What follows belongs to an exercise in optimizing a design on an open flow for small area and a short achievable clock period; a production flow would make more cautious choices. The RTL was checked by simulation tests, not by an equivalence proof against the original design.

--- run.sh ---
#!/bin/bash
# synth_recipe.tcl (not shown) runs the flow's synth.tcl, then flattens the netlist and writes it again
# the make line also repeats each setting of config.mk as NAME=value (left out here)
make -C /OpenROAD-flow-scripts/flow DESIGN_CONFIG=/design/flow/config.mk WORK_HOME=/design/flow/orfs CLKGATE_MAP_FILE= SYNTH_SCRIPT=/design/flow/synth_recipe.tcl finish
--- design.v ---
module comparator(a, b, gt, lt);
  input  [30:0] a, b;
  output gt, lt;
  wire [31:0] g0 = {1'b0, a & ~b};
  wire [31:0] l0 = {1'b0, ~a & b};
  wire [15:0] g1, l1;
  wire [7:0] g2, l2;
  wire [3:0] g3, l3;
  wire [1:0] g4, l4;
  genvar i;
  generate
    for (i = 0; i < 16; i = i + 1) begin : s1
      assign g1[i] = g0[2*i+1] | (~l0[2*i+1] & g0[2*i]);
      assign l1[i] = l0[2*i+1] | (~g0[2*i+1] & l0[2*i]);
    end
    for (i = 0; i < 8; i = i + 1) begin : s2
      assign g2[i] = g1[2*i+1] | (~l1[2*i+1] & g1[2*i]);
      assign l2[i] = l1[2*i+1] | (~g1[2*i+1] & l1[2*i]);
    end
    for (i = 0; i < 4; i = i + 1) begin : s3
      assign g3[i] = g2[2*i+1] | (~l2[2*i+1] & g2[2*i]);
      assign l3[i] = l2[2*i+1] | (~g2[2*i+1] & l2[2*i]);
    end
    for (i = 0; i < 2; i = i + 1) begin : s4
      assign g4[i] = g3[2*i+1] | (~l3[2*i+1] & g3[2*i]);
      assign l4[i] = l3[2*i+1] | (~g3[2*i+1] & l3[2*i]);
    end
  endgenerate
  assign gt = g4[1] | (~l4[1] & g4[0]);
  assign lt = l4[1] | (~g4[1] & l4[0]);
endmodule
module fpadder3(a, b, sub, agtb, altb, r);
  input  [31:0] a, b;
  input  sub;           
  input  agtb, altb;    
  output [31:0] r;
  wire [30:0] big = altb ? b[30:0] : a[30:0];
  wire [30:0] sml = altb ? a[30:0] : b[30:0];
  wire [7:0] eb = big[30:23];
  wire [7:0] d = eb - sml[30:23];
  wire [23:0] s5 = {1'b1, big[22:0]};
  wire [23:0] s3 = {1'b1, sml[22:0]} - {23'b0, sub};
  wire [23:0] sh = (d > 8'd23) ? 24'b0 : (s3 >> d[4:0]);
  wire [23:0] t = sh ^ {24{sub}};
  wire [24:0] cy;
  wire [24:0] sum;
  assign cy[0] = 1'b0;
  genvar i;
  generate for (i = 0; i < 24; i = i + 1) begin : rca
    assign sum[i] = s5[i] ^ t[i] ^ cy[i];
    assign cy[i+1] = (s5[i] & t[i]) | (s5[i] & cy[i]) | (t[i] & cy[i]);
  end endgenerate
  assign sum[24] = cy[24];
  wire eqe = (a[30:23] == b[30:23]);
  wire shr = ~sub & sum[24];
  wire shl = sub & ~sum[23];
  wire dec = shl & ~(eqe & altb);
  wire [7:0] e = eb + {{7{dec}}, dec | shr};
  wire [22:0] m = shr ? sum[23:1] : (shl ? {sum[21:0], 1'b0} : sum[22:0]);
  wire s = sub ? (agtb ? a[31] : b[31]) : a[31];
  assign r = {s, e, m};
endmodule
module srt4_sel(y, k, p2, p1, n2, n1);
  input  [6:0] y;
  input  [2:0] k;
  output p2, p1, n2, n1;
  reg [5:0] m2;
  always @* case (k)
    3'd0: m2 = 6'd12;
    3'd1: m2 = 6'd14;
    3'd2: m2 = 6'd15;
    3'd3: m2 = 6'd16;
    3'd4: m2 = 6'd18;
    3'd5: m2 = 6'd20;
    3'd6: m2 = 6'd20;
    default: m2 = 6'd24;
  endcase
  wire [5:0] m1 = k[2] ? 6'd6 : 6'd4;
  wire s = y[6];
  wire [5:0] m = y[5:0] ^ {6{s}};
  wire ge2 = s ? (m > m2) : (m >= m2);
  wire ge1 = s ? (m > m1) : (m >= m1);
  assign p2 = ~s & ge2;
  assign p1 = ~s & ge1 & ~ge2;
  assign n2 = s & ge2;
  assign n1 = s & ge1 & ~ge2;
endmodule
module md_next(s, m, hot, k, q);
  input  [26:0] s, m;
  input  hot;
  input  [2:0] k;
  output [3:0] q;             
  wire [6:0] y = s[24:18] + m[23:17];
  srt4_sel sel(y, k, q[3], q[2], q[1], q[0]);
endmodule
module booth_dig(y2, y1, y0, q);
  input  y2, y1, y0;
  output [3:0] q;
  assign q[3] = y2 & ~y1 & ~y0;             
  assign q[2] = y2 & (y1 ^ y0);             
  assign q[1] = ~y2 & y1 & y0;              
  assign q[0] = ~y2 & (y1 ^ y0);            
endmodule
module md_ops(isdiv, xm, bm, o1, o2);
  input  isdiv;
  input  [22:0] xm, bm;       
  output [26:0] o1, o2;
  wire [23:0] d = {1'b1, bm};
  wire [23:0] x = {1'b1, xm};
  genvar p;
  generate for (p = 0; p < 27; p = p + 1) begin : col
    wire d1 = (p <= 23) ? d[(p <= 23) ? p : 0] : 1'b0;
    wire d2 = (p >= 1 && p <= 24) ? d[(p >= 1 && p <= 24) ? p - 1 : 0] : 1'b0;
    wire x1 = (p >= 3) ? x[(p >= 3) ? 26 - p : 0] : 1'b0;
    wire x2 = (p >= 2 && p <= 25) ? x[(p >= 2 && p <= 25) ? 25 - p : 0] : 1'b0;
    assign o1[p] = isdiv ? d1 : x1;
    assign o2[p] = isdiv ? d2 : x2;
  end endgenerate
endmodule
module md_row #(parameter FIRST = 0, parameter CONST26 = 0)
  (s, m, hot, x, isdiv, o1, o2, q, s_o, m_o, hot_o);
  input  [26:0] s, m;
  input  hot;
  input  [24:0] x;            
  input  isdiv;
  input  [26:0] o1, o2;
  input  [3:0] q;             
  output [26:0] s_o, m_o;
  output hot_o;
  wire [26:0] a, b, c;
  genvar p;
  generate for (p = 0; p < 27; p = p + 1) begin : col
    wire sel = (q[2] & ~o1[p]) | (q[3] & ~o2[p]) | (q[0] & o1[p]) | (q[1] & o2[p]);
    if (FIRST) begin : f
      assign a[p] = (p <= 24) ? (isdiv & x[(p <= 24) ? p : 0]) : 1'b0;
      assign b[p] = (p == 1) ? ~isdiv : 1'b0;
    end else begin : r
      assign a[p] = (p >= 2) ? s[(p >= 2) ? p - 2 : 0] : 1'b0;
      if (p == 2)
        assign b[p] = isdiv ? hot : m[1];
      else if (p >= 3)
        assign b[p] = isdiv ? m[(p >= 3) ? p - 3 : 0] : m[(p >= 3) ? p - 1 : 0];
      else
        assign b[p] = 1'b0;
    end
    if (p == 0)
      assign c[p] = isdiv ? sel : (CONST26 != 0);
    else if (p == 1)
      assign c[p] = isdiv ? sel : ~(q[3] | q[2]);
    else
      assign c[p] = sel;
  end endgenerate
  assign s_o = a ^ b ^ c;
  assign m_o = (a & b) | (a & c) | (b & c);
  assign hot_o = q[3] | q[2];
endmodule
module md_rows #(parameter J0 = 0, parameter K = 1)
  (s_i, m_i, hot_i, x, q_i, isdiv, o1, o2, k, y, s_o, m_o, hot_o, q_o, p, n, ls, lc);
  input  [26:0] s_i, m_i;
  input  hot_i;
  input  [24:0] x;
  input  [3:0] q_i;
  input  isdiv;
  input  [26:0] o1, o2;
  input  [2:0] k;
  input  [25:0] y;
  output [26:0] s_o, m_o;
  output hot_o;
  output [3:0] q_o;
  output [2*K-1:0] p, n, ls, lc;
  wire [26:0] s_r [0:K];
  wire [26:0] m_r [0:K];
  wire [K:0] h_r;
  wire [3:0] qd [0:K];
  assign s_r[0] = s_i;
  assign m_r[0] = m_i;
  assign h_r[0] = hot_i;
  assign qd[0] = q_i;
  genvar i;
  generate for (i = 0; i < K; i = i + 1) begin : row
    localparam J = J0 + i;
    wire [3:0] qb;
    booth_dig bd(y[2*J+1], y[2*J], (J == 0) ? 1'b0 : y[(J == 0) ? 0 : 2*J-1], qb);
    wire [3:0] q = isdiv ? qd[i] : qb;
    md_row #(.FIRST(J == 0), .CONST26(J <= 10)) r(s_r[i], m_r[i], h_r[i], x, isdiv, o1, o2, q,
      s_r[i+1], m_r[i+1], h_r[i+1]);
    md_next nx(s_r[i+1], m_r[i+1], h_r[i+1], k, qd[i+1]);
    assign p[2*K-1-2*i] = qd[i+1][3];
    assign p[2*K-2-2*i] = qd[i+1][2];
    assign n[2*K-1-2*i] = qd[i+1][1];
    assign n[2*K-2-2*i] = qd[i+1][0];
    assign ls[2*i]   = s_r[i+1][26];
    assign ls[2*i+1] = s_r[i+1][25];
    assign lc[2*i]   = h_r[i+1];
    assign lc[2*i+1] = m_r[i+1][26];
  end endgenerate
  assign s_o = s_r[K];
  assign m_o = m_r[K];
  assign hot_o = h_r[K];
  assign q_o = qd[K];
endmodule
module md_first(xm, k, q);
  input  [22:0] xm;
  input  [2:0] k;
  output [3:0] q;
  srt4_sel sel({4'b0001, xm[22:20]}, k, q[3], q[2], q[1], q[0]);
endmodule
module div_final(s, m, hot, bm, P, N, e, sg, z);
  input  [26:0] s, m;
  input  hot;
  input  [22:0] bm;
  input  [26:1] P, N;
  input  [7:0] e;       
  input  sg;
  output [31:0] z;
  wire [23:0] d = {1'b1, bm};
  wire [24:0] ws = s[24:0];
  wire [24:0] wc = {m[23:0], hot};
  wire [3:0] v = ws[24:21] + wc[24:21];
  wire qp = ~v[3];
  wire qn = v[3] & (v[2:0] <= 3'd5);
  wire [24:0] a = {ws[23:0], 1'b0};
  wire [24:0] b = {wc[23:0], 1'b0};
  wire [24:0] d1 = {1'b0, d};
  wire [24:0] c2 = ({25{qp}} & ~d1) | ({25{qn}} & d1);
  wire [24:0] ws2 = a ^ b ^ c2;
  wire [24:0] wc2 = {((a[23:0] & b[23:0]) | (a[23:0] & c2[23:0]) | (b[23:0] & c2[23:0])), qp};
  wire [24:0] w = ws2 + wc2;
  wire neg = w[24];
  wire [25:0] q = {P[25:1], qp} + ~{N[25:1], qn} + {25'b0, ~neg};
  wire [22:0] mt;
  genvar i;
  generate for (i = 0; i < 23; i = i + 1) begin : mb
    assign mt[i] = q[0] ? q[23-i] : q[24-i];
  end endgenerate
  assign z = {sg, e - {7'b0, q[0]}, mt};
endmodule
module mul_final #(parameter K = 2) (s, m, ls, lc, c, e, sg, r);
  input  [26:0] s, m;
  input  [2*K-1:0] ls, lc;
  input  c;
  input  [7:0] e;       
  input  sg;
  output [31:0] r;
  wire [21:0] hs, hc;
  genvar k;
  generate for (k = 2; k < 24; k = k + 1) begin : acc
    assign hs[k-2] = s[26-k];
    assign hc[k-2] = m[27-k];
  end endgenerate
  wire [21+2*K:0] f = {hs, ls} + {hc, lc} + {{(21+2*K){1'b0}}, c};
  wire top = f[21+2*K];
  wire [7:0] e1 = top ? e + 8'd1 : e;
  wire [22:0] mt = top ? f[20+2*K:2*K-2] : f[19+2*K:2*K-3];
  assign r = {sg, e1, mt};
endmodule
module top_module(final_out,clk,reset,load,select,qnan,snan,negzero,poszero,neginfinity,posinfinity,overflow,underflow,a,b);
  input [31:0] a,b;
  output [31:0] final_out;
  input clk,reset,load;
  input [1:0] select;
  output qnan,snan,negzero,poszero,neginfinity,posinfinity,overflow,underflow;
  localparam K1 = 3;             
  localparam K3 = 2;             
  localparam K2 = 13 - K1 - K3;  
  wire isdiv1 = &select;
  wire [26:0] o1a, o2a;
  md_ops ops1(isdiv1, a[22:0], b[22:0], o1a, o2a);
  wire [3:0] qf;
  md_first mf(a[22:0], b[22:20], qf);
  wire [26:0] s1, m1;
  wire h1;
  wire [3:0] q1;
  wire [2*K1-1:0] p1, n1, ls1, lc1;
  md_rows #(0, K1) rows1(27'b0, 27'b0, 1'b0, {2'b01, a[22:0]}, qf, isdiv1, o1a, o2a, b[22:20],
    {3'b001, b[22:0]}, s1, m1, h1, q1, p1, n1, ls1, lc1);
  wire [2*K1+1:0] pn1_p = isdiv1 ? {qf[3:2], p1} : {ls1, 2'b00};
  wire [2*K1+1:0] pn1_n = isdiv1 ? {qf[1:0], n1} : {lc1, 2'b00};
  reg [31:0] ra, rb;
  reg [1:0] rsel;
  always @(posedge clk)
    if (reset) begin
      ra <= 0; rb <= 0; rsel <= 0;
    end else if (load) begin
      ra <= a; rb <= b; rsel <= select;
    end
  reg [26:0] rs, rm;
  reg rh;
  reg [2*K1+1:0] rP, rN;
  always @(posedge clk)
    if (load) begin
      rs <= s1; rm <= m1; rh <= h1; rP <= pn1_p; rN <= pn1_n;
    end
  wire agtb, altb;
  comparator u_cmp(ra[30:0], rb[30:0], agtb, altb);
  wire [31:0] addsub;
  fpadder3 u_as(ra, rb, rsel[0], agtb, altb, addsub);
  wire isdiv2 = &rsel;
  wire [26:0] o1b, o2b;
  md_ops ops2(isdiv2, ra[22:0], rb[22:0], o1b, o2b);
  wire [26:0] s2, m2;
  wire h2;
  wire [3:0] q2;
  wire [2*K2-1:0] p2, n2, ls2, lc2;
  md_rows #(K1, K2) rows2(rs, rm, rh, 25'b0, {rP[1:0], rN[1:0]}, isdiv2, o1b, o2b, rb[22:20],
    {3'b001, rb[22:0]}, s2, m2, h2, q2, p2, n2, ls2, lc2);
  wire [2*(K1+K2)-1:0] lsv = {ls2, rP[2*K1+1:2]};
  wire [2*(K1+K2)-1:0] lcv = {lc2, rN[2*K1+1:2]};
  wire [2*(K1+K2):0] lcy;
  assign lcy[0] = 1'b0;
  genvar i;
  generate for (i = 0; i < 2*(K1+K2); i = i + 1) begin : lowc
    assign lcy[i+1] = (lsv[i] & lcv[i]) | (lsv[i] & lcy[i]) | (lcv[i] & lcy[i]);
  end endgenerate
  wire [2*(13-K3)-1:0] pn2_p = isdiv2 ? {rP, p2} : {{(2*(13-K3)-3){1'b0}}, rb[22:21], lcy[2*(K1+K2)]};
  wire [2*(13-K3)-1:0] pn2_n = {rN, n2};
  wire [7:0] ed = ra[30:23] - rb[30:23] + 8'd127;
  wire [7:0] em = ra[30:23] + rb[30:23] - 8'd127;
  wire [31:0] other = rsel[1] ? (rsel[0] ? {ra[31] ^ rb[31], ed, rb[22:0]} : {ra[31] ^ rb[31], em, ra[22:0]}) : addsub;
  wire za = ra[22:0] == 23'b0, zb = rb[22:0] == 23'b0;
  wire e0a = ra[30:23] == 8'd0, e0b = rb[30:23] == 8'd0;
  wire e1a = ra[30:23] == 8'd1, e1b = rb[30:23] == 8'd1;
  wire o_pz = (za & ~ra[31]) | (zb & ~rb[31]);
  wire o_sn = (e1a & ~ra[22]) | (e1b & ~rb[22]);
  wire o_qn = (e1a & ra[22]) | (e1b & rb[22]);
  wire o_nz = (za & e0a & ra[31]) | (zb & e0b & rb[31]);
  wire o_ni = (ra[31] & e1a & za) | (rb[31] & e1b & zb);
  reg [31:0] r_other;
  reg r_div, r_mul, r_v;
  reg [26:0] r_s, r_m;
  reg r_h;
  reg [2*(13-K3)-1:0] r_P, r_N;
  reg [4:0] r_of;
  always @(posedge clk)
    if (reset) begin
      r_other <= 0; r_div <= 0; r_mul <= 0; r_v <= 0;
    end else begin
      r_other <= other; r_div <= &rsel; r_mul <= rsel[1] & ~rsel[0]; r_v <= 1'b1;
    end
  always @(posedge clk) begin
    r_s <= s2; r_m <= m2; r_h <= h2; r_P <= pn2_p; r_N <= pn2_n;
    r_of <= {o_pz, o_sn, o_qn, o_nz, o_ni};
  end
  wire [26:0] o1c, o2c;
  md_ops ops3(r_div, r_other[22:0], r_other[22:0], o1c, o2c);
  wire [26:0] s3, m3;
  wire h3;
  wire [3:0] q3;
  wire [2*K3-1:0] p3, n3, ls3, lc3;
  md_rows #(13-K3, K3) rows3(r_s, r_m, r_h, 25'b0, {r_P[1:0], r_N[1:0]}, r_div, o1c, o2c, r_other[22:20],
    {3'b001, r_P[2:1], 21'b0}, s3, m3, h3, q3, p3, n3, ls3, lc3);
  wire [31:0] z, zm;
  div_final u_dfin(s3, m3, h3, r_other[22:0], {r_P, p3[2*K3-1:2*K3-2]}, {r_N, n3[2*K3-1:2*K3-2]},
    r_other[30:23], r_other[31], z);
  mul_final #(K3) u_mfin(s3, m3, ls3, lc3, r_P[0], r_other[30:23], r_other[31], zm);
  wire [31:0] result = r_div ? z : (r_mul ? zm : r_other);
  wire [22:0] fm = result[22:0];
  wire [7:0] fe = result[30:23];
  wire fs = result[31];
  wire mz = fm == 23'b0;
  wire e0 = fe == 8'd0, e1 = fe == 8'd1;
  assign final_out = result;
  assign poszero     = r_v & (r_of[4] | (mz & e0 & ~fs));
  assign posinfinity = r_v & (~fs & e1 & mz);
  assign snan        = r_v & (r_of[3] | (e1 & mz));
  assign qnan        = r_v & (r_of[2] | (e1 & (fm == 23'd1)));
  assign negzero     = r_v & (r_of[1] | (mz & e0 & fs));
  assign neginfinity = r_v & r_of[0];
  assign overflow    = r_v & (fe == 8'h80);
  assign underflow   = r_v & (fe == 8'h82);
endmodule
--- constraint.sdc ---
create_clock -name core_clock -period 110.0 [get_ports {clk}]
set_input_delay 22.0000 -clock core_clock [delete_from_list [all_inputs] [get_ports {clk}]]
set_output_delay 22.0000 -clock core_clock [all_outputs]
set_load 0.01 [all_outputs]
--- config.mk ---
export PLATFORM = sky130hd
export DESIGN_NAME = top_module
export DESIGN_NICKNAME = top_module
export VERILOG_FILES = /design/flow/design.v
export SDC_FILE = /design/flow/constraint.sdc
export NUM_CORES = 4
export LEC_CHECK = 0
export ABC_AREA = 1
export CAP_MARGIN = 20
export CORE_MARGIN = 2
export CORE_UTILIZATION = 40
export SLEW_MARGIN = 20
==> results.sh, run 1 <==
export IMPL_syn_inst=6491
export IMPL_ys_flop_type="dfxtp_1"
export IMPL_drive_gt1_frac=0.04298
export IMPL_cts_sinks=266
export IMPL_postCtsHoldBufs=0
export IMPL_place_area_um2=46440
export IMPL_drv_cap=0
export IMPL_grt_pass1_wl_um=290200
export IMPL_period_needed_ns=43.24
export IMPL_slowest_delay_ns=0.75
export IMPL_arrival_ns=43.73
export IMPL_slowest_stage="a221oi_1"
export IMPL_start_util=0.4049
export IMPL_ys_seq_elements=266
export IMPL_whs_ns=0.3763
export IMPL_die_w_um=336.4
export IMPL_outcome="finished clean"
export IMPL_drt_total_wl_um=200800
export IMPL_drc=0
export IMPL_die_y_um=336.4
export IMPL_grt_pass1_vias=44510
export IMPL_io_buffers=108
export IMPL_timing_slew_headroom=0.2055
export IMPL_post_cts_buffers=0
export IMPL_synth_area_per_cell_um2=6.809
export IMPL_clk_latency_ns=0.59
export IMPL_row_count=121
export IMPL_clockRootBuffer="clkbuf_16"
export IMPL_drtAntennaViolNets=0
export IMPL_worst_slew_pin_slew_ns=1.187
export IMPL_cts_made_buffers=35
export IMPL_fmax_mhz=23.13
export IMPL_hold_class="flip-flop to flip-flop"
export IMPL_routed_via_density=6.003
export IMPL_antenna_found_initial=6
export IMPL_dr_first_iter_drc_count=5881
export IMPL_path_clk_slew_ns=0.07
export IMPL_die_area_um2=113200
export IMPL_gp_congestion=1.027
export IMPL_crit_top_cell="nand2_1"
export IMPL_synth_edff_count=66
export IMPL_nFillCells=11510
export IMPL_wl_per_cell_um=25.49
export IMPL_cts_resized=0
export IMPL_setup_viol=0
export IMPL_grt_total_usage=0.3444
export IMPL_crit_type="flip-flop to flip-flop"
export IMPL_crit_family="simple AND/OR/NAND/NOR gates"
export IMPL_grt_max_degree=162
export IMPL_post_route_period_util=0.3931
export IMPL_crit_buf_inv=40
export IMPL_h_tree_depth=2
export IMPL_tns_ns=0
export IMPL_cts_max_path_buffers=3
export IMPL_ys_seq_area_frac=0.1354
export IMPL_async_reset_ff_frac=0
export IMPL_netlist_area_um2=44200
export IMPL_synth_nets=7218
export IMPL_cts_tree="done"
export IMPL_yosys_warnings=7
export IMPL_fin_skew_ns=0.03460
export IMPL_dp_hpwl_um=158200
export IMPL_utilization=0.4363
export IMPL_critPathLaunchType="flip-flop"
export IMPL_nNetsFinal=7099
export IMPL_critPathMaxFanout=37
export IMPL_final_cell_area_um2=47620
export IMPL_rsz0062_at_grt="false"
export IMPL_slew_viol_final=0
export IMPL_synthDistinctLibCells=74
export IMPL_area_growth_pct=7.746
export IMPL_overflow=0
export IMPL_io_pins=109
export IMPL_drt_first_pass_iters=9
export IMPL_via_count=47290
export IMPL_final_hold_violation_count=0
export IMPL_core_um2=109200
export IMPL_crit_required_ns=110.49
export IMPL_endpoint_kind="flip-flop"
sequential cells by signal, indices dropped and copies added, names as in the netlist, 5 cells and up:
register,flops
r_N,22
r_m,24
rP,8
rN,8
ra,32
rs,25
r_P,22
r_of,5
r_s,25
rb,32
rm,24
r_other,32
placed cells by master, fill, tap and decap left out, types with 15 or more instances in the layout:
cell type / instances
ha_1: 294
nand2_1: 1368
o2111ai_1: 30
a21oi_1: 390
o211ai_1: 31
clkdlybuf4s50_1: 107
dfxtp_1: 199
o21bai_1: 15
o21ai_2: 21
xnor2_1: 71
clkbuf_16: 36
a221oi_1: 171
buf_4: 91
or2_2: 29
nor3_1: 63
inv_2: 17
nand4_1: 36
fa_1: 364
o22ai_1: 211
a31oi_1: 21
o21ai_1: 54
xor2_1: 141
clkinv_1: 16
nor4_1: 19
nand3_1: 240
inv_1: 954
o21ai_0: 626
nor2_1: 371
edfxtp_1: 66
a22oi_1: 52
mux2i_1: 19
o221ai_1: 77
path summary, 6_finish.rpt:
| path | slack [ns] | depth (start not counted) | to | from |
|---|---|---|---|---|
| hold / removal | 0.38 | 0 | r_N[18]$_DFF_P_ | rN[2]$_DFFE_PP_ |
| setup reg to reg | 66.76 | 211 | r_P[0]$_DFF_P_ | rsel[1]$_SDFFE_PP0P_ |
| setup / recovery | 66.76 | 211 | r_P[0]$_DFF_P_ | rsel[1]$_SDFFE_PP0P_ |
| hold reg to reg | 0.38 | 0 | r_N[18]$_DFF_P_ | rN[2]$_DFFE_PP_ |
metal layers:
metal | GRT usage | wire length [um]
met4 | 0.2048 | 14100
met3 | 0.06228 | 18880
met5 | 0 | 83
met2 | 0.5512 | 89230
met1 | 0.4328 | 78520
layout make-up:
type	instances	area, um^2	share of cell area
diodes	3	7.507	0.0001577
multi-input cells	4883	33130	0.6957
clock inverters	18	201.4	0.004230
well taps	1476	1847	0.03878
inverters	987	3712	0.07796
clock buffers	46	958.4	0.02013
repair buffers	199	1774	0.03726
flip-flops and latches	266	5989	0.1258
cell families after synthesis:
family,synth area share
adder cells (fa/ha/maj),0.2481
buffers and inverters,0.1165
XOR/XNOR,0.04275
multiplexers,0.004303
flip-flops,0.1354
AO/OA/AOI/OAI,0.2469
AND/OR/NAND/NOR,0.2059
synth_stat cells (all sizes together), types with 19 or more instances:
| cell type | number | area, um^2 |
|---|---|---|
| edfxtp | 66 | 1982 |
| nor3 | 68 | 360.4 |
| fa | 364 | 7287 |
| a31oi | 23 | 143.9 |
| o211ai | 35 | 282.8 |
| nand3 | 245 | 1259 |
| mux2i | 19 | 190.2 |
| o21ai | 701 | 3576 |
| a21oi | 392 | 1966 |
| a22oi | 52 | 390.4 |
| xor2 | 142 | 1251 |
| xnor2 | 72 | 638.1 |
| or2 | 38 | 237.7 |
| nor4 | 19 | 118.9 |
| nor2 | 385 | 1478 |
| clkbuf | 284 | 1066 |
| a221oi | 171 | 1498 |
| o22ai | 211 | 1320 |
| inv | 972 | 3651 |
| ha | 294 | 3679 |
| nand2 | 1384 | 5235 |
| o2111ai | 30 | 262.8 |
| nand4 | 36 | 225.2 |
| o221ai | 77 | 674.4 |
| buf | 71 | 376.6 |
| dfxtp | 200 | 4004 |
stage by stage:
stage / std cells / setup WS, ns
3_3_place_gp: 7811 / 67.94
2_1_floorplan: 6491 / 73.95
4_1_cts: 7875 / 67.65
5_1_grt: 7875 / 63.21
6_report: 7878 / 66.76
3_5_place_dp: 7811 / 67.68
worst reg2reg max path: cells and delay by family, from the launching register on:
kind,cells,cell delay (ns)
flops,1,0.73
simple gates,75,11.49
xor+xnor,4,1.02
fa+ha+maj,32,11.31
compound gates,60,11.29
buf+inv,40,7.35
==> run 2: changes to the inputs <==
--- a/design.v
+++ b/design.v
@@ -31,2 +31,143 @@
 endmodule
+module bk26(a, b, ci, s);
+  input  [25:0] a, b;
+  input  ci;
+  output [25:0] s;
+  wire [25:0] p = a ^ b;
+  wire [25:0] g0 = a & b;
+  wire gi0 = g0[0] | (p[0] & ci);
+  wire G1 = g0[1] | (p[1] & gi0);
+  wire G2 = g0[3] | (p[3] & g0[2]);
+  wire P2 = p[3] & p[2];
+  wire G3 = g0[5] | (p[5] & g0[4]);
+  wire P3 = p[5] & p[4];
+  wire G4 = g0[7] | (p[7] & g0[6]);
+  wire P4 = p[7] & p[6];
+  wire G5 = g0[9] | (p[9] & g0[8]);
+  wire P5 = p[9] & p[8];
+  wire G6 = g0[11] | (p[11] & g0[10]);
+  wire P6 = p[11] & p[10];
+  wire G7 = g0[13] | (p[13] & g0[12]);
+  wire P7 = p[13] & p[12];
+  wire G8 = g0[15] | (p[15] & g0[14]);
+  wire P8 = p[15] & p[14];
+  wire G9 = g0[17] | (p[17] & g0[16]);
+  wire P9 = p[17] & p[16];
+  wire G10 = g0[19] | (p[19] & g0[18]);
+  wire P10 = p[19] & p[18];
+  wire G11 = g0[21] | (p[21] & g0[20]);
+  wire P11 = p[21] & p[20];
+  wire G12 = g0[23] | (p[23] & g0[22]);
+  wire P12 = p[23] & p[22];
+  wire G13 = g0[25] | (p[25] & g0[24]);
+  wire P13 = p[25] & p[24];
+  wire G14 = G2 | (P2 & G1);
+  wire G15 = G4 | (P4 & G3);
+  wire P15 = P4 & P3;
+  wire G16 = G6 | (P6 & G5);
+  wire P16 = P6 & P5;
+  wire G17 = G8 | (P8 & G7);
+  wire P17 = P8 & P7;
+  wire G18 = G10 | (P10 & G9);
+  wire P18 = P10 & P9;
+  wire G19 = G12 | (P12 & G11);
+  wire P19 = P12 & P11;
+  wire G20 = G15 | (P15 & G14);
+  wire G21 = G17 | (P17 & G16);
+  wire P21 = P17 & P16;
+  wire G22 = G19 | (P19 & G18);
+  wire P22 = P19 & P18;
+  wire G23 = G21 | (P21 & G20);
+  wire G24 = G22 | (P22 & G23);
+  wire G25 = G16 | (P16 & G20);
+  wire G26 = G18 | (P18 & G23);
+  wire G27 = G3 | (P3 & G14);
+  wire G28 = G5 | (P5 & G20);
+  wire G29 = G7 | (P7 & G25);
+  wire G30 = G9 | (P9 & G23);
+  wire G31 = G11 | (P11 & G26);
+  wire G32 = G13 | (P13 & G24);
+  wire G33 = g0[2] | (p[2] & G1);
+  wire G34 = g0[4] | (p[4] & G14);
+  wire G35 = g0[6] | (p[6] & G27);
+  wire G36 = g0[8] | (p[8] & G20);
+  wire G37 = g0[10] | (p[10] & G28);
+  wire G38 = g0[12] | (p[12] & G25);
+  wire G39 = g0[14] | (p[14] & G29);
+  wire G40 = g0[16] | (p[16] & G23);
+  wire G41 = g0[18] | (p[18] & G30);
+  wire G42 = g0[20] | (p[20] & G26);
+  wire G43 = g0[22] | (p[22] & G31);
+  wire G44 = g0[24] | (p[24] & G24);
+  assign s = p ^ {G44, G24, G43, G31, G42, G26, G41, G30, G40, G23, G39, G29, G38, G25, G37, G28, G36, G20, G35, G27, G34, G14, G33, G1, gi0, ci};
+endmodule
+module bk25(a, b, ci, s);
+  input  [24:0] a, b;
+  input  ci;
+  output [24:0] s;
+  wire [24:0] p = a ^ b;
+  wire [24:0] g0 = a & b;
+  wire gi0 = g0[0] | (p[0] & ci);
+  wire G1 = g0[1] | (p[1] & gi0);
+  wire G2 = g0[3] | (p[3] & g0[2]);
+  wire P2 = p[3] & p[2];
+  wire G3 = g0[5] | (p[5] & g0[4]);
+  wire P3 = p[5] & p[4];
+  wire G4 = g0[7] | (p[7] & g0[6]);
+  wire P4 = p[7] & p[6];
+  wire G5 = g0[9] | (p[9] & g0[8]);
+  wire P5 = p[9] & p[8];
+  wire G6 = g0[11] | (p[11] & g0[10]);
+  wire P6 = p[11] & p[10];
+  wire G7 = g0[13] | (p[13] & g0[12]);
+  wire P7 = p[13] & p[12];
+  wire G8 = g0[15] | (p[15] & g0[14]);
+  wire P8 = p[15] & p[14];
+  wire G9 = g0[17] | (p[17] & g0[16]);
+  wire P9 = p[17] & p[16];
+  wire G10 = g0[19] | (p[19] & g0[18]);
+  wire P10 = p[19] & p[18];
+  wire G11 = g0[21] | (p[21] & g0[20]);
+  wire P11 = p[21] & p[20];
+  wire G12 = g0[23] | (p[23] & g0[22]);
+  wire P12 = p[23] & p[22];
+  wire G13 = G2 | (P2 & G1);
+  wire G14 = G4 | (P4 & G3);
+  wire P14 = P4 & P3;
+  wire G15 = G6 | (P6 & G5);
+  wire P15 = P6 & P5;
+  wire G16 = G8 | (P8 & G7);
+  wire P16 = P8 & P7;
+  wire G17 = G10 | (P10 & G9);
+  wire P17 = P10 & P9;
+  wire G18 = G12 | (P12 & G11);
+  wire P18 = P12 & P11;
+  wire G19 = G14 | (P14 & G13);
+  wire G20 = G16 | (P16 & G15);
+  wire P20 = P16 & P15;
+  wire G21 = G18 | (P18 & G17);
+  wire P21 = P18 & P17;
+  wire G22 = G20 | (P20 & G19);
+  wire G23 = G21 | (P21 & G22);
+  wire G24 = G15 | (P15 & G19);
+  wire G25 = G17 | (P17 & G22);
+  wire G26 = G3 | (P3 & G13);
+  wire G27 = G5 | (P5 & G19);
+  wire G28 = G7 | (P7 & G24);
+  wire G29 = G9 | (P9 & G22);
+  wire G30 = G11 | (P11 & G25);
+  wire G31 = g0[2] | (p[2] & G1);
+  wire G32 = g0[4] | (p[4] & G13);
+  wire G33 = g0[6] | (p[6] & G26);
+  wire G34 = g0[8] | (p[8] & G19);
+  wire G35 = g0[10] | (p[10] & G27);
+  wire G36 = g0[12] | (p[12] & G24);
+  wire G37 = g0[14] | (p[14] & G28);
+  wire G38 = g0[16] | (p[16] & G22);
+  wire G39 = g0[18] | (p[18] & G29);
+  wire G40 = g0[20] | (p[20] & G25);
+  wire G41 = g0[22] | (p[22] & G30);
+  wire G42 = g0[24] | (p[24] & G23);
+  assign s = p ^ {G23, G41, G30, G40, G25, G39, G29, G38, G22, G37, G28, G36, G24, G35, G27, G34, G19, G33, G26, G32, G13, G31, G1, gi0, ci};
+endmodule
 module fpadder3(a, b, sub, agtb, altb, r);
@@ -227,5 +368,7 @@
   wire [24:0] wc2 = {((a[23:0] & b[23:0]) | (a[23:0] & c2[23:0]) | (b[23:0] & c2[23:0])), qp};
-  wire [24:0] w = ws2 + wc2;
+  wire [24:0] w;
+  bk25 u_w(ws2, wc2, 1'b0, w);
   wire neg = w[24];
-  wire [25:0] q = {P[25:1], qp} + ~{N[25:1], qn} + {25'b0, ~neg};
+  wire [25:0] q;
+  bk26 u_q({P[25:1], qp}, ~{N[25:1], qn}, ~neg, q);
   wire [22:0] mt;
@@ -250,3 +393,4 @@
   end endgenerate
-  wire [21+2*K:0] f = {hs, ls} + {hc, lc} + {{(21+2*K){1'b0}}, c};
+  wire [21+2*K:0] f;
+  bk26 u_f({hs, ls}, {hc, lc}, c, f);    
   wire top = f[21+2*K];
--- a/config.mk
+++ b/config.mk
@@ -8,5 +8,5 @@
 export ABC_AREA = 1
-export CAP_MARGIN = 20
+export CAP_MARGIN = 50
 export CORE_MARGIN = 2
 export CORE_UTILIZATION = 40
-export SLEW_MARGIN = 20
+export SLEW_MARGIN = 75
==> results.sh, run 2 <==
export IMPL_utilization=0.4630
export IMPL_drtAntennaViolNets=0
export IMPL_die_y_um=334.4
export IMPL_nNetsFinal=7063
export IMPL_h_tree_depth=2
export IMPL_yosysMostFrequentCell="nand2_1"
export IMPL_rsz0062_at_grt="false"
export IMPL_drt_first_pass_iters=7
export IMPL_whs_path_depth=0
export IMPL_synth_commonest_cells="nand2_1 (1239), inv_1 (972), o21ai_0 (635), nor2_1 (389), a21oi_1 (387)"
export IMPL_slowest_stage="fa_1"
export IMPL_reg_top3="r_other (32), ra (32), rb (32)"
export IMPL_yosys_warnings=7
export IMPL_outcome="finished clean"
export IMPL_clockRootBuffer="clkbuf_16"
export IMPL_post_cts_buffers=0
export IMPL_dr_first_iter_drc_count=5552
export IMPL_fin_skew_ns=0.02951
export IMPL_drc=0
export IMPL_grt_max_degree=76
export IMPL_antenna_found_initial=6
export IMPL_arrival_ns=39.59
export IMPL_worst_slew_pin_slew_ns=0.4435
export IMPL_overflow=0
export IMPL_critPathLaunchType="flip-flop"
export IMPL_synth_compound_area_frac=0.2488
export IMPL_drv_cap=0
export IMPL_synth_edff_count=66
export IMPL_async_reset_ff_frac=0
export IMPL_layout_common_cells="nand2_1 (1212), inv_1 (912), o21ai_0 (490)"
export IMPL_post_route_period_util=0.3557
export IMPL_io_buffers=108
export IMPL_slew_viol_final=0
export IMPL_via_count=46380
export IMPL_ys_seq_elements=266
export IMPL_synth_simple_area_share=0.1885
export IMPL_routed_via_density=5.976
export IMPL_synth_fa_ha_area_frac=0.2604
export IMPL_whs_ns=0.3910
export IMPL_gp_congestion=1.051
export IMPL_synthDistinctLibCells=78
export IMPL_start_util=0.4022
export IMPL_synth_nets=7056
export IMPL_synthTopCellsByArea="fa_1 (18%), nand2_1 (11%), dfxtp_1 (9.2%)"
export IMPL_hold_class="flip-flop to flip-flop"
export IMPL_grt_pass1_wl_um=287300
export IMPL_yosysTopAreaCell="fa_1"
export IMPL_critPathMaxFanout=75
export IMPL_area_growth_pct=15.11
export IMPL_cts_tree="done"
export IMPL_synth_area_per_cell_um2=6.919
export IMPL_fmax_mhz=25.56
export IMPL_die_area_um2=111800
export IMPL_synthXorXnorAreaFrac=0.04009
export IMPL_slowest_delay_ns=0.56
export IMPL_endpoint_kind="flip-flop"
export IMPL_synth_top_family_by_area="adder cells"
export IMPL_core_um2=108600
export IMPL_reg2regPathDepth=221
export IMPL_ys_flop_type="dfxtp_1"
export IMPL_drt_total_wl_um=196900
export IMPL_row_count=121
export IMPL_postCtsHoldBufs=0
export IMPL_grt_total_usage=0.3436
export IMPL_dp_hpwl_um=156000
export IMPL_netlist_area_um2=43660
export IMPL_period_needed_ns=39.13
export IMPL_crit_top_cell="nand2_1"
export IMPL_fin_cells=7761
export IMPL_ys_seq_area_frac=0.1371
export IMPL_cts_sinks=266
export IMPL_io_pins=109
export IMPL_crit_required_ns=110.47
export IMPL_dp_cells=7664
export IMPL_muxShareOfSynthArea=0.004815
export IMPL_clk_latency_ns=0.58
export IMPL_wl_per_cell_um=25.37
export IMPL_die_w_um=334.4
export IMPL_path_clk_slew_ns=0.06
export IMPL_synth_top_cell_area_share=0.1770
export IMPL_cts_made_buffers=36
export IMPL_grt_pass1_vias=44690
export IMPL_cts_max_path_buffers=3
export IMPL_tns_ns=0
export IMPL_final_common_cell="nand2_1"
export IMPL_cts_resized=0
export IMPL_final_hold_violation_count=0
export IMPL_syn_inst=6310
export IMPL_drive_gt1_frac=0.1089
export IMPL_timing_slew_headroom=0.7032
export IMPL_crit_type="flip-flop to flip-flop"
export IMPL_setup_viol=0
run 2: logic make-up (layout without fill, tap and decap cells):
family | after synthesis | after routing
buffers and inverters | 1365 | 1400
muxes | 21 | 21
adders and majority gates | 677 | 677
AOI/OAI and AO/OA | 1784 | 1784
DFF | 266 | 266
other | 0 | 2
xor gates and xnor gates | 199 | 199
and+or+nand+nor | 1998 | 1998
run 2: final timing paths:
check / start / endpoint / slack [ns]
setup reg to reg: rsel[1]$_SDFFE_PP0P_ / r_P[0]$_DFF_P_ / 70.87
setup / recovery: rsel[1]$_SDFFE_PP0P_ / r_P[0]$_DFF_P_ / 70.87
hold reg to reg: rN[2]$_DFFE_PP_ / r_N[18]$_DFF_P_ / 0.39
hold / removal: rN[2]$_DFFE_PP_ / r_N[18]$_DFF_P_ / 0.39
run 2: routing by layer:
metal  vias to the layer above  global-route usage  routed length [um]
met2                      2558              0.5490               87630
li1                      21250                   -                   -
met1                     21900              0.4270               75800
met5                         -                   0                  46
met4                         8              0.2212               15050
met3                       665             0.06164               18400
run 2: cell type report:
| type | instances | area [um^2] |
|---|---|---|
| well taps | 1414 | 1769 |
| fillers | 11090 | 58290 |
| repair buffers | 320 | 3113 |
| clock inverters | 22 | 237.7 |
| clock buffers | 44 | 1002 |
| diodes | 2 | 5.005 |
| multi-input cells | 4679 | 34160 |
| inverters | 1014 | 3949 |
| flip-flops and latches | 266 | 6027 |
run 2: per-stage QoR:
step | area (um^2) | worst slack (ns)
after floorplan | 43660 | 74.12
after global placement | 45860 | 69.44
after detailed placement | 48380 | 71.20
after CTS | 49620 | 71.16
after global routing | 50250 | 67.44
final | 50260 | 70.87
run 2: critical path, delay by kind of cell (launching register included):
family          cells  cell delay, ns
fa+ha+maj          28            9.87
simple gates       74            9.31
compound gates     61            9.16
buf+inv            51            8.48
xor+xnor            7            1.54
flops               1            0.52
==> run 3: changes to the inputs <==
--- a/config.mk
+++ b/config.mk
@@ -8,5 +8,5 @@
 export ABC_AREA = 1
-export CAP_MARGIN = 50
+export CAP_MARGIN = 20
 export CORE_MARGIN = 2
 export CORE_UTILIZATION = 40
-export SLEW_MARGIN = 75
+export SLEW_MARGIN = 20
==> results.sh, run 3 <==
export IMPL_outcome="finished clean"
export IMPL_drv_cap=0
export IMPL_die_y_um=334.4
export IMPL_row_count=121
export IMPL_ys_flop_type="dfxtp_1"
export IMPL_async_reset_ff_frac=0
export IMPL_postCtsHoldBufs=0
export IMPL_multiInputGateArea_um2=32510
export IMPL_final_common_cell="nand2_1"
export IMPL_synthDistinctLibCells=78
export IMPL_post_cts_buffers=0
export IMPL_nFillCells=11350
export IMPL_clk_latency_ns=0.60
export IMPL_layout_common_cells="nand2_1 (1237), inv_1 (970), o21ai_0 (631)"
export IMPL_syn_inst=6310
export IMPL_period_needed_ns=42.37
export IMPL_cts_made_buffers=36
export IMPL_drtAntennaViolNets=0
export IMPL_final_cell_area_um2=47140
export IMPL_drt_first_pass_iters=10
export IMPL_path_clk_slew_ns=0.06
export IMPL_hold_class="flip-flop to flip-flop"
export IMPL_yosysTopAreaCell="fa_1"
export IMPL_grt_pass1_vias=43970
export IMPL_rsz0062_at_grt="false"
export IMPL_drive_gt1_frac=0.04896
export IMPL_timing_slew_headroom=0.1991
export IMPL_cts_tree="done"
export IMPL_reg_top3="r_other (32), ra (32), rb (32)"
export IMPL_crit_type="flip-flop to flip-flop"
export IMPL_fin_skew_ns=0.04739
export IMPL_synth_nets=7056
export IMPL_die_area_um2=111800
export IMPL_critPathLaunchType="flip-flop"
export IMPL_setup_viol=0
export IMPL_gp_congestion=1.051
export IMPL_wl_per_cell_um=25.63
export IMPL_io_pins=109
export IMPL_synthTopCellsByArea="fa_1 (18%), nand2_1 (11%), dfxtp_1 (9.2%)"
export IMPL_yosys_warnings=7
export IMPL_synth_top_cell_area_share=0.1770
export IMPL_nNetsFinal=6949
export IMPL_synth_edff_count=66
export IMPL_area_growth_pct=7.970
export IMPL_crit_required_ns=110.48
export IMPL_dr_first_iter_drc_count=5889
export IMPL_netlist_area_um2=43660
export IMPL_cts_max_path_buffers=3
export IMPL_ys_seq_elements=266
export IMPL_place_area_um2=45870
export IMPL_fmax_mhz=23.60
export IMPL_cts_sinks=266
export IMPL_post_route_period_util=0.3852
export IMPL_routed_via_density=5.990
export IMPL_worst_slew_pin_slew_ns=1.200
export IMPL_final_hold_violation_count=0
export IMPL_h_tree_depth=2
export IMPL_grt_total_usage=0.3418
export IMPL_drt_total_wl_um=195900
export IMPL_critPathMaxFanout=75
export IMPL_antenna_found_initial=5
export IMPL_grt_pass1_wl_um=285600
export IMPL_overflow=0
export IMPL_grt_max_degree=89
export IMPL_crit_top_cell="inv_1"
export IMPL_die_w_um=334.4
export IMPL_synth_commonest_cells="nand2_1 (1239), inv_1 (972), o21ai_0 (635), nor2_1 (389), a21oi_1 (387)"
export IMPL_dp_hpwl_um=153400
export IMPL_tns_ns=0
export IMPL_drc=0
export IMPL_cts_resized=0
export IMPL_io_buffers=108
export IMPL_endpoint_kind="flip-flop"
export IMPL_slew_viol_final=0
export IMPL_start_util=0.4022
export IMPL_slowest_delay_ns=0.74
export IMPL_core_um2=108600
export IMPL_clockRootBuffer="clkbuf_16"
export IMPL_via_count=45790
export IMPL_arrival_ns=42.85
export IMPL_yosysMostFrequentCell="nand2_1"
export IMPL_synth_area_per_cell_um2=6.919
export IMPL_slowest_stage="a21oi_1"
export IMPL_ys_seq_area_frac=0.1371
export IMPL_seqCellArea_um2=5989
export IMPL_ff2ff_setup_slack_ns=67.63
[run 3: cell families after synthesis]
logic type | share of synthesized area
fa+ha+maj | 0.2604
simple gates | 0.1885
xor+xnor | 0.04009
flops | 0.1371
buf+inv | 0.1202
mux | 0.004815
compound gates | 0.2488
[run 3: worst max-delay path: cells and delay by family (launching register included)]
family	cells	cell delay (ns)
AO/OA/AOI/OAI	60	11.81
buffers and inverters	46	7.84
AND/OR/NAND/NOR	72	9.84
XOR/XNOR	5	1.25
flip-flops	1	0.65
adder cells (fa/ha/maj)	31	10.83
[run 3: area by class of cell]
class                   count  share of cell area
multi-input cells        4679              0.6897
well taps                1414             0.03753
clock inverters            17            0.004247
flip-flops and latches    266              0.1271
inverters                1014             0.08090
repair buffers            206             0.03843
diodes                      1          0.00005309
clock buffers              48             0.02206
[run 3: per-stage QoR]
| step | hold slack, ns | instances | worst slack (ns) | utilization |
|---|---|---|---|---|
| floorplan | 0.3484 | 6310 | 74.12 | - |
| global placement | 0.3827 | 7577 | 69.44 | 0.4225 |
| detailed placement | 0.3656 | 7577 | 68.54 | 0.4226 |
| CTS | 0.3856 | 7642 | 68.48 | 0.4340 |
| global route | 0.4051 | 7645 | 64.00 | 0.4343 |
| finish | 0.3824 | 7645 | 67.63 | 0.4343 |
[run 3: layer usage]
metal | up-vias | track usage | routed length [um]
li1 | 20960 | - | -
met1 | 21610 | 0.4296 | 76500
met2 | 2551 | 0.5463 | 86850
met3 | 662 | 0.05904 | 17900
met4 | 4 | 0.2107 | 14670
met5 | - | 0 | 26
[run 3: path summary, 6_finish.rpt]
kind	cells past startpoint	from	endpoint
max reg2reg	214	rsel[1]$_SDFFE_PP0P_	r_P[0]$_DFF_P_
min	0	rN[2]$_DFFE_PP_	r_N[18]$_DFF_P_
min reg2reg	0	rN[2]$_DFFE_PP_	r_N[18]$_DFF_P_
max	214	rsel[1]$_SDFFE_PP0P_	r_P[0]$_DFF_P_
==> run 4: changes to the inputs <==
--- a/design.v
+++ b/design.v
@@ -260,6 +260,20 @@
 endmodule
-module md_row #(parameter FIRST = 0, parameter CONST26 = 0)
-  (s, m, hot, x, isdiv, o1, o2, q, s_o, m_o, hot_o);
-  input  [26:0] s, m;
+module md_bvec(isdiv, m, hot, bv);
+  input  isdiv;
+  input  [26:0] m;
   input  hot;
+  output [26:0] bv;
+  genvar p;
+  generate for (p = 0; p < 27; p = p + 1) begin : col
+    if (p == 2)
+      assign bv[p] = isdiv ? hot : m[1];
+    else if (p >= 3)
+      assign bv[p] = isdiv ? m[(p >= 3) ? p - 3 : 0] : m[(p >= 3) ? p - 1 : 0];
+    else
+      assign bv[p] = 1'b0;
+  end endgenerate
+endmodule
+module md_row #(parameter FIRST = 0, parameter CONST26 = 0)
+  (s, bv, x, isdiv, o1, o2, q, s_o, m_o, hot_o);
+  input  [26:0] s, bv;
   input  [24:0] x;            
@@ -279,8 +293,3 @@
       assign a[p] = (p >= 2) ? s[(p >= 2) ? p - 2 : 0] : 1'b0;
-      if (p == 2)
-        assign b[p] = isdiv ? hot : m[1];
-      else if (p >= 3)
-        assign b[p] = isdiv ? m[(p >= 3) ? p - 3 : 0] : m[(p >= 3) ? p - 1 : 0];
-      else
-        assign b[p] = 1'b0;
+      assign b[p] = bv[p];
     end
@@ -298,7 +307,6 @@
 module md_rows #(parameter J0 = 0, parameter K = 1)
-  (s_i, m_i, hot_i, x, q_i, isdiv, o1, o2, k, y, s_o, m_o, hot_o, q_o, p, n, ls, lc);
-  input  [26:0] s_i, m_i;
-  input  hot_i;
-  input  [24:0] x;
+  (s_i, bv_i, q_i, x, isdiv, o1, o2, k, y, s_o, bv_o, q_o, m_o, hot_o, p, n, ls, lc);
+  input  [26:0] s_i, bv_i;
   input  [3:0] q_i;
+  input  [24:0] x;
   input  isdiv;
@@ -307,27 +315,28 @@
   input  [25:0] y;
-  output [26:0] s_o, m_o;
-  output hot_o;
+  output [26:0] s_o, bv_o, m_o;
   output [3:0] q_o;
+  output hot_o;
   output [2*K-1:0] p, n, ls, lc;
   wire [26:0] s_r [0:K];
-  wire [26:0] m_r [0:K];
-  wire [K:0] h_r;
-  wire [3:0] qd [0:K];
+  wire [26:0] b_r [0:K];
+  wire [26:0] m_r [1:K];
+  wire [K:1] h_r;
+  wire [3:0] q_r [0:K];
   assign s_r[0] = s_i;
-  assign m_r[0] = m_i;
-  assign h_r[0] = hot_i;
-  assign qd[0] = q_i;
+  assign b_r[0] = bv_i;
+  assign q_r[0] = q_i;
   genvar i;
   generate for (i = 0; i < K; i = i + 1) begin : row
-    localparam J = J0 + i;
-    wire [3:0] qb;
-    booth_dig bd(y[2*J+1], y[2*J], (J == 0) ? 1'b0 : y[(J == 0) ? 0 : 2*J-1], qb);
-    wire [3:0] q = isdiv ? qd[i] : qb;
-    md_row #(.FIRST(J == 0), .CONST26(J <= 10)) r(s_r[i], m_r[i], h_r[i], x, isdiv, o1, o2, q,
+    localparam J = J0 + i + 1;      
+    md_row #(.FIRST(J0 + i == 0), .CONST26(J0 + i <= 10)) r(s_r[i], b_r[i], x, isdiv, o1, o2, q_r[i],
       s_r[i+1], m_r[i+1], h_r[i+1]);
-    md_next nx(s_r[i+1], m_r[i+1], h_r[i+1], k, qd[i+1]);
-    assign p[2*K-1-2*i] = qd[i+1][3];
-    assign p[2*K-2-2*i] = qd[i+1][2];
-    assign n[2*K-1-2*i] = qd[i+1][1];
-    assign n[2*K-2-2*i] = qd[i+1][0];
+    md_bvec bvn(isdiv, m_r[i+1], h_r[i+1], b_r[i+1]);
+    wire [3:0] qd, qb;
+    md_next nx(s_r[i+1], m_r[i+1], h_r[i+1], k, qd);
+    booth_dig bd(J > 12 ? 1'b0 : y[J > 12 ? 0 : 2*J+1], J > 12 ? 1'b0 : y[J > 12 ? 0 : 2*J], y[J > 12 ? 0 : 2*J-1], qb);
+    assign q_r[i+1] = isdiv ? qd : qb;
+    assign p[2*K-1-2*i] = qd[3];
+    assign p[2*K-2-2*i] = qd[2];
+    assign n[2*K-1-2*i] = qd[1];
+    assign n[2*K-2-2*i] = qd[0];
     assign ls[2*i]   = s_r[i+1][26];
@@ -338,5 +347,6 @@
   assign s_o = s_r[K];
+  assign bv_o = b_r[K];
+  assign q_o = q_r[K];
   assign m_o = m_r[K];
   assign hot_o = h_r[K];
-  assign q_o = qd[K];
 endmodule
@@ -412,5 +422,6 @@
   md_ops ops1(isdiv1, a[22:0], b[22:0], o1a, o2a);
-  wire [3:0] qf;
+  wire [3:0] qf, qb0;
   md_first mf(a[22:0], b[22:20], qf);
-  wire [26:0] s1, m1;
+  booth_dig bd0(b[1], b[0], 1'b0, qb0);
+  wire [26:0] s1, bv1, m1;
   wire h1;
@@ -418,20 +429,21 @@
   wire [2*K1-1:0] p1, n1, ls1, lc1;
-  md_rows #(0, K1) rows1(27'b0, 27'b0, 1'b0, {2'b01, a[22:0]}, qf, isdiv1, o1a, o2a, b[22:20],
-    {3'b001, b[22:0]}, s1, m1, h1, q1, p1, n1, ls1, lc1);
-  wire [2*K1+1:0] pn1_p = isdiv1 ? {qf[3:2], p1} : {ls1, 2'b00};
-  wire [2*K1+1:0] pn1_n = isdiv1 ? {qf[1:0], n1} : {lc1, 2'b00};
+  md_rows #(0, K1) rows1(27'b0, 27'b0, isdiv1 ? qf : qb0, {2'b01, a[22:0]}, isdiv1, o1a, o2a, b[22:20],
+    {3'b001, b[22:0]}, s1, bv1, q1, m1, h1, p1, n1, ls1, lc1);
+  wire [2*K1-1:0] pn1_p = isdiv1 ? {qf[3:2], p1[2*K1-1:2]} : ls1;
+  wire [2*K1-1:0] pn1_n = isdiv1 ? {qf[1:0], n1[2*K1-1:2]} : lc1;
   reg [31:0] ra, rb;
   reg [1:0] rsel;
+  reg rdiv;
   always @(posedge clk)
     if (reset) begin
-      ra <= 0; rb <= 0; rsel <= 0;
+      ra <= 0; rb <= 0; rsel <= 0; rdiv <= 0;
     end else if (load) begin
-      ra <= a; rb <= b; rsel <= select;
+      ra <= a; rb <= b; rsel <= select; rdiv <= isdiv1;
     end
-  reg [26:0] rs, rm;
-  reg rh;
-  reg [2*K1+1:0] rP, rN;
+  reg [26:0] rs, rbv;
+  reg [3:0] rq;
+  reg [2*K1-1:0] rP, rN;
   always @(posedge clk)
     if (load) begin
-      rs <= s1; rm <= m1; rh <= h1; rP <= pn1_p; rN <= pn1_n;
+      rs <= s1; rbv <= bv1; rq <= q1; rP <= pn1_p; rN <= pn1_n;
     end
@@ -441,6 +453,6 @@
   fpadder3 u_as(ra, rb, rsel[0], agtb, altb, addsub);
-  wire isdiv2 = &rsel;
+  wire isdiv2 = rdiv;
   wire [26:0] o1b, o2b;
   md_ops ops2(isdiv2, ra[22:0], rb[22:0], o1b, o2b);
-  wire [26:0] s2, m2;
+  wire [26:0] s2, bv2, m2;
   wire h2;
@@ -448,6 +460,6 @@
   wire [2*K2-1:0] p2, n2, ls2, lc2;
-  md_rows #(K1, K2) rows2(rs, rm, rh, 25'b0, {rP[1:0], rN[1:0]}, isdiv2, o1b, o2b, rb[22:20],
-    {3'b001, rb[22:0]}, s2, m2, h2, q2, p2, n2, ls2, lc2);
-  wire [2*(K1+K2)-1:0] lsv = {ls2, rP[2*K1+1:2]};
-  wire [2*(K1+K2)-1:0] lcv = {lc2, rN[2*K1+1:2]};
+  md_rows #(K1, K2) rows2(rs, rbv, rq, 25'b0, isdiv2, o1b, o2b, rb[22:20],
+    {3'b001, rb[22:0]}, s2, bv2, q2, m2, h2, p2, n2, ls2, lc2);
+  wire [2*(K1+K2)-1:0] lsv = {ls2, rP};
+  wire [2*(K1+K2)-1:0] lcv = {lc2, rN};
   wire [2*(K1+K2):0] lcy;
@@ -458,4 +470,4 @@
   end endgenerate
-  wire [2*(13-K3)-1:0] pn2_p = isdiv2 ? {rP, p2} : {{(2*(13-K3)-3){1'b0}}, rb[22:21], lcy[2*(K1+K2)]};
-  wire [2*(13-K3)-1:0] pn2_n = {rN, n2};
+  wire [2*(K1+K2)-1:0] pn2_p = isdiv2 ? {rP, rq[3:2], p2[2*K2-1:2]} : {{(2*(K1+K2)-1){1'b0}}, lcy[2*(K1+K2)]};
+  wire [2*(K1+K2)-1:0] pn2_n = {rN, rq[1:0], n2[2*K2-1:2]};
   wire [7:0] ed = ra[30:23] - rb[30:23] + 8'd127;
@@ -473,5 +485,5 @@
   reg r_div, r_mul, r_v;
-  reg [26:0] r_s, r_m;
-  reg r_h;
-  reg [2*(13-K3)-1:0] r_P, r_N;
+  reg [26:0] r_s, r_bv;
+  reg [3:0] r_q;
+  reg [2*(K1+K2)-1:0] r_P, r_N;
   reg [4:0] r_of;
@@ -484,3 +496,3 @@
   always @(posedge clk) begin
-    r_s <= s2; r_m <= m2; r_h <= h2; r_P <= pn2_p; r_N <= pn2_n;
+    r_s <= s2; r_bv <= bv2; r_q <= q2; r_P <= pn2_p; r_N <= pn2_n;
     r_of <= {o_pz, o_sn, o_qn, o_nz, o_ni};
@@ -489,3 +501,3 @@
   md_ops ops3(r_div, r_other[22:0], r_other[22:0], o1c, o2c);
-  wire [26:0] s3, m3;
+  wire [26:0] s3, bv3, m3;
   wire h3;
@@ -493,6 +505,6 @@
   wire [2*K3-1:0] p3, n3, ls3, lc3;
-  md_rows #(13-K3, K3) rows3(r_s, r_m, r_h, 25'b0, {r_P[1:0], r_N[1:0]}, r_div, o1c, o2c, r_other[22:20],
-    {3'b001, r_P[2:1], 21'b0}, s3, m3, h3, q3, p3, n3, ls3, lc3);
+  md_rows #(13-K3, K3) rows3(r_s, r_bv, r_q, 25'b0, r_div, o1c, o2c, r_other[22:20],
+    {3'b001, 23'b0}, s3, bv3, q3, m3, h3, p3, n3, ls3, lc3);
   wire [31:0] z, zm;
-  div_final u_dfin(s3, m3, h3, r_other[22:0], {r_P, p3[2*K3-1:2*K3-2]}, {r_N, n3[2*K3-1:2*K3-2]},
+  div_final u_dfin(s3, m3, h3, r_other[22:0], {r_P, r_q[3:2], p3[2*K3-1:2]}, {r_N, r_q[1:0], n3[2*K3-1:2]},
     r_other[30:23], r_other[31], z);
--- a/config.mk
+++ b/config.mk
@@ -8,5 +8,5 @@
 export ABC_AREA = 1
-export CAP_MARGIN = 20
+export CAP_MARGIN = 70
 export CORE_MARGIN = 2
 export CORE_UTILIZATION = 40
-export SLEW_MARGIN = 20
+export SLEW_MARGIN = 85
==> results.sh, run 4 <==
export IMPL_outcome="finished clean"
export IMPL_final_common_cell="nand2_1"
export IMPL_timing_slew_headroom=0.8105
export IMPL_ys_seq_area_frac=0.1388
export IMPL_fin_cells=8149
export IMPL_clockRootBuffer="clkbuf_16"
export IMPL_fmax_mhz=21.38
export IMPL_grt_max_degree=34
export IMPL_slew_viol_final=0
export IMPL_post_route_period_util=0.4252
export IMPL_yosysTopAreaCell="fa_1"
export IMPL_critPathLaunchType="flip-flop"
export IMPL_synth_commonest_cells="nand2_1 (1227), inv_1 (915), o21ai_0 (689), fa_1 (386), a21oi_1 (367)"
export IMPL_synth_edff_count=66
export IMPL_tns_ns=0
export IMPL_yosys_warnings=5
export IMPL_routed_via_density=6.163
export IMPL_via_count=50220
export IMPL_die_w_um=332.9
export IMPL_area_growth_pct=53.20
export IMPL_place_area_um2=62410
export IMPL_gp_congestion=1.020
export IMPL_layout_setup_ws_ns=63.23
export IMPL_netlist_area_um2=43260
export IMPL_cts_resized=0
export IMPL_async_reset_ff_frac=0
export IMPL_crit_top_cell="clkdlybuf4s50_1"
export IMPL_slowest_delay_ns=0.73
export IMPL_synthTopCellsByArea="fa_1 (18%), nand2_1 (11%), dfxtp_1 (9.3%)"
export IMPL_fin_skew_ns=0.05370
export IMPL_reg_top3="r_other (32), ra (32), rb (32)"
export IMPL_synth_nets=6965
export IMPL_slowest_stage="fa_4"
export IMPL_cts_made_buffers=35
export IMPL_core_um2=107200
export IMPL_synth_top_cell_area_share=0.1786
export IMPL_row_count=120
export IMPL_cts_max_path_buffers=3
export IMPL_ys_flop_type="dfxtp_1"
export IMPL_drt_first_pass_iters=7
export IMPL_drc=0
export IMPL_start_util=0.4035
export IMPL_h_tree_depth=2
export IMPL_critPathMaxFanout=23
export IMPL_yosysMostFrequentCell="nand2_1"
export IMPL_postCtsHoldBufs=0
export IMPL_grt_pass1_wl_um=312600
export IMPL_post_cts_buffers=0
export IMPL_crit_required_ns=88.00
export IMPL_die_y_um=332.9
export IMPL_ys_seq_elements=267
export IMPL_endpoint_kind="output port"
export IMPL_syn_inst=6218
export IMPL_overflow=0
export IMPL_io_pins=109
export IMPL_crit_type="flip-flop to output port"
export IMPL_hold_class="flip-flop to flip-flop"
export IMPL_arrival_ns=24.77
export IMPL_layout_common_cells="nand2_1 (1107), inv_1 (753), fa_1 (340)"
export IMPL_pre_cts_slack_ns=67.58
export IMPL_synthDistinctLibCells=75
export IMPL_antenna_found_initial=5
export IMPL_path_clk_slew_ns=0.06
export IMPL_final_cell_area_um2=66280
export IMPL_io_buffers=108
export IMPL_wl_per_cell_um=26.17
export IMPL_nNetsFinal=7465
export IMPL_dp_hpwl_um=172500
export IMPL_final_hold_violation_count=0
export IMPL_cts_tree="done"
export IMPL_period_needed_ns=46.77
export IMPL_synth_area_per_cell_um2=6.957
export IMPL_setup_viol=0
export IMPL_rsz0062_at_grt="false"
export IMPL_drv_cap=0
export IMPL_dp_cells=8006
export IMPL_drt_total_wl_um=213300
export IMPL_worst_slew_pin_slew_ns=0.2843
export IMPL_drive_gt1_frac=0.3417
export IMPL_die_area_um2=110800
export IMPL_grt_total_usage=0.3722
export IMPL_grt_pass1_vias=49030
export IMPL_utilization=0.6182
export IMPL_drtAntennaViolNets=0
export IMPL_dr_first_iter_drc_count=5618
export IMPL_cts_sinks=267
export IMPL_clk_latency_ns=0.59
-- run 4: cell count changes after synthesis, moves of 16 or more --
cell	delta
a21oi_1	-20
nor3_1	-22
o21ai_0	+54
inv_1	-57
o21ai_2	-16
nand3_1	+17
a22oi_1	+23
nor2_1	-32
-- run 4: cell families after synthesis --
family / after synthesis / share of synthesized area
adders and majority gates: 678 / 0.2631
buffers and inverters: 1309 / 0.1163
muxes: 19 / 0.004685
and+or+nand+nor: 1931 / 0.1824
AOI/OAI and AO/OA: 1807 / 0.2526
DFF: 267 / 0.1388
xor gates and xnor gates: 207 / 0.04208
-- run 4: final timing paths --
kind / startpoint / to / slack, ns / cells past startpoint
max: r_div$_SDFF_PP0_ / posinfinity / 63.23 / 105
max reg2reg: rdiv$_SDFFE_PP0P_ / r_q[2]$_DFF_P_ / 63.85 / 249
min: rN[0]$_DFFE_PP_ / r_N[16]$_DFF_P_ / 0.43 / 0
min reg2reg: rN[0]$_DFFE_PP_ / r_N[16]$_DFF_P_ / 0.43 / 0
-- run 4: cell type report --
class	count	area, um^2
antenna	1	2.502
fill	8814	40930
multi-input combinational	4642	44400
inverter	947	4187
clock buffer	47	960.9
tap	1403	1755
clock inverter	17	163.9
sequential	267	6203
timing repair buffer	825	8608
-- run 4: per-layer routing --
metal | part of all wire | routed length [um] | up-vias | global-route usage
li1 | - | - | 22170 | -
met5 | 0.00018 | 38 | - | 0
met1 | 0.38 | 80300 | 24050 | 0.4704
met4 | 0.083 | 17760 | 6 | 0.2415
met3 | 0.11 | 23140 | 944 | 0.09206
met2 | 0.43 | 92060 | 3052 | 0.5651
-- run 4: worst max-delay path: cells and delay by family, from the launching register on --
kind	cells	cell delay (ns)
compound gates	22	3.13
fa+ha+maj	10	4.11
flops	1	0.36
simple gates	30	3.97
xor+xnor	3	0.46
buf+inv	40	12.16
-- run 4: stage by stage --
stage / hold WS (ns)
final: 0.4297
after global routing: 0.4350
after CTS: 0.4031
after detailed placement: 0.3862
after global placement: 0.3755
after floorplan: 0.3462

==> afterwards: timing with drivers on the ports <==
No port has a modelled driver above. Below, the same layouts with a new extraction and two added sets of constraints. Step 1 (the two cells are an assumption about what drives the block):
set clk [get_ports {clk}]
set_driving_cell -lib_cell sky130_fd_sc_hd__clkbuf_16 $clk
set_driving_cell -lib_cell sky130_fd_sc_hd__buf_2 [delete_from_list [all_inputs] $clk]
Step 2 adds t to the input delays and takes it off the output delays; t is the mean of the earliest and latest rising clock arrival at the registers after step 1. Input paths then give back, and output paths get back, about the clock's delay inside the block. Three values: no drivers, after step 1, after step 2; two values: the first two.
run	t, ns	setup WS [ns]	worst setup path at the end	latest minus earliest clock arrival (ns)	pins driven straight from the clock port
run 1	0.630	66.758 / 66.758 / 66.758	register to register	0.038 / 0.038	1
run 2	0.637	70.875 / 70.875 / 70.875	register to register	0.033 / 0.033	1
run 3	0.640	67.627 / 67.627 / 67.627	register to register	0.056 / 0.056	1
run 4	0.631	63.229 / 63.157 / 63.788	register to output	0.053 / 0.054	1
After both steps setup and hold are still met in every run listed.
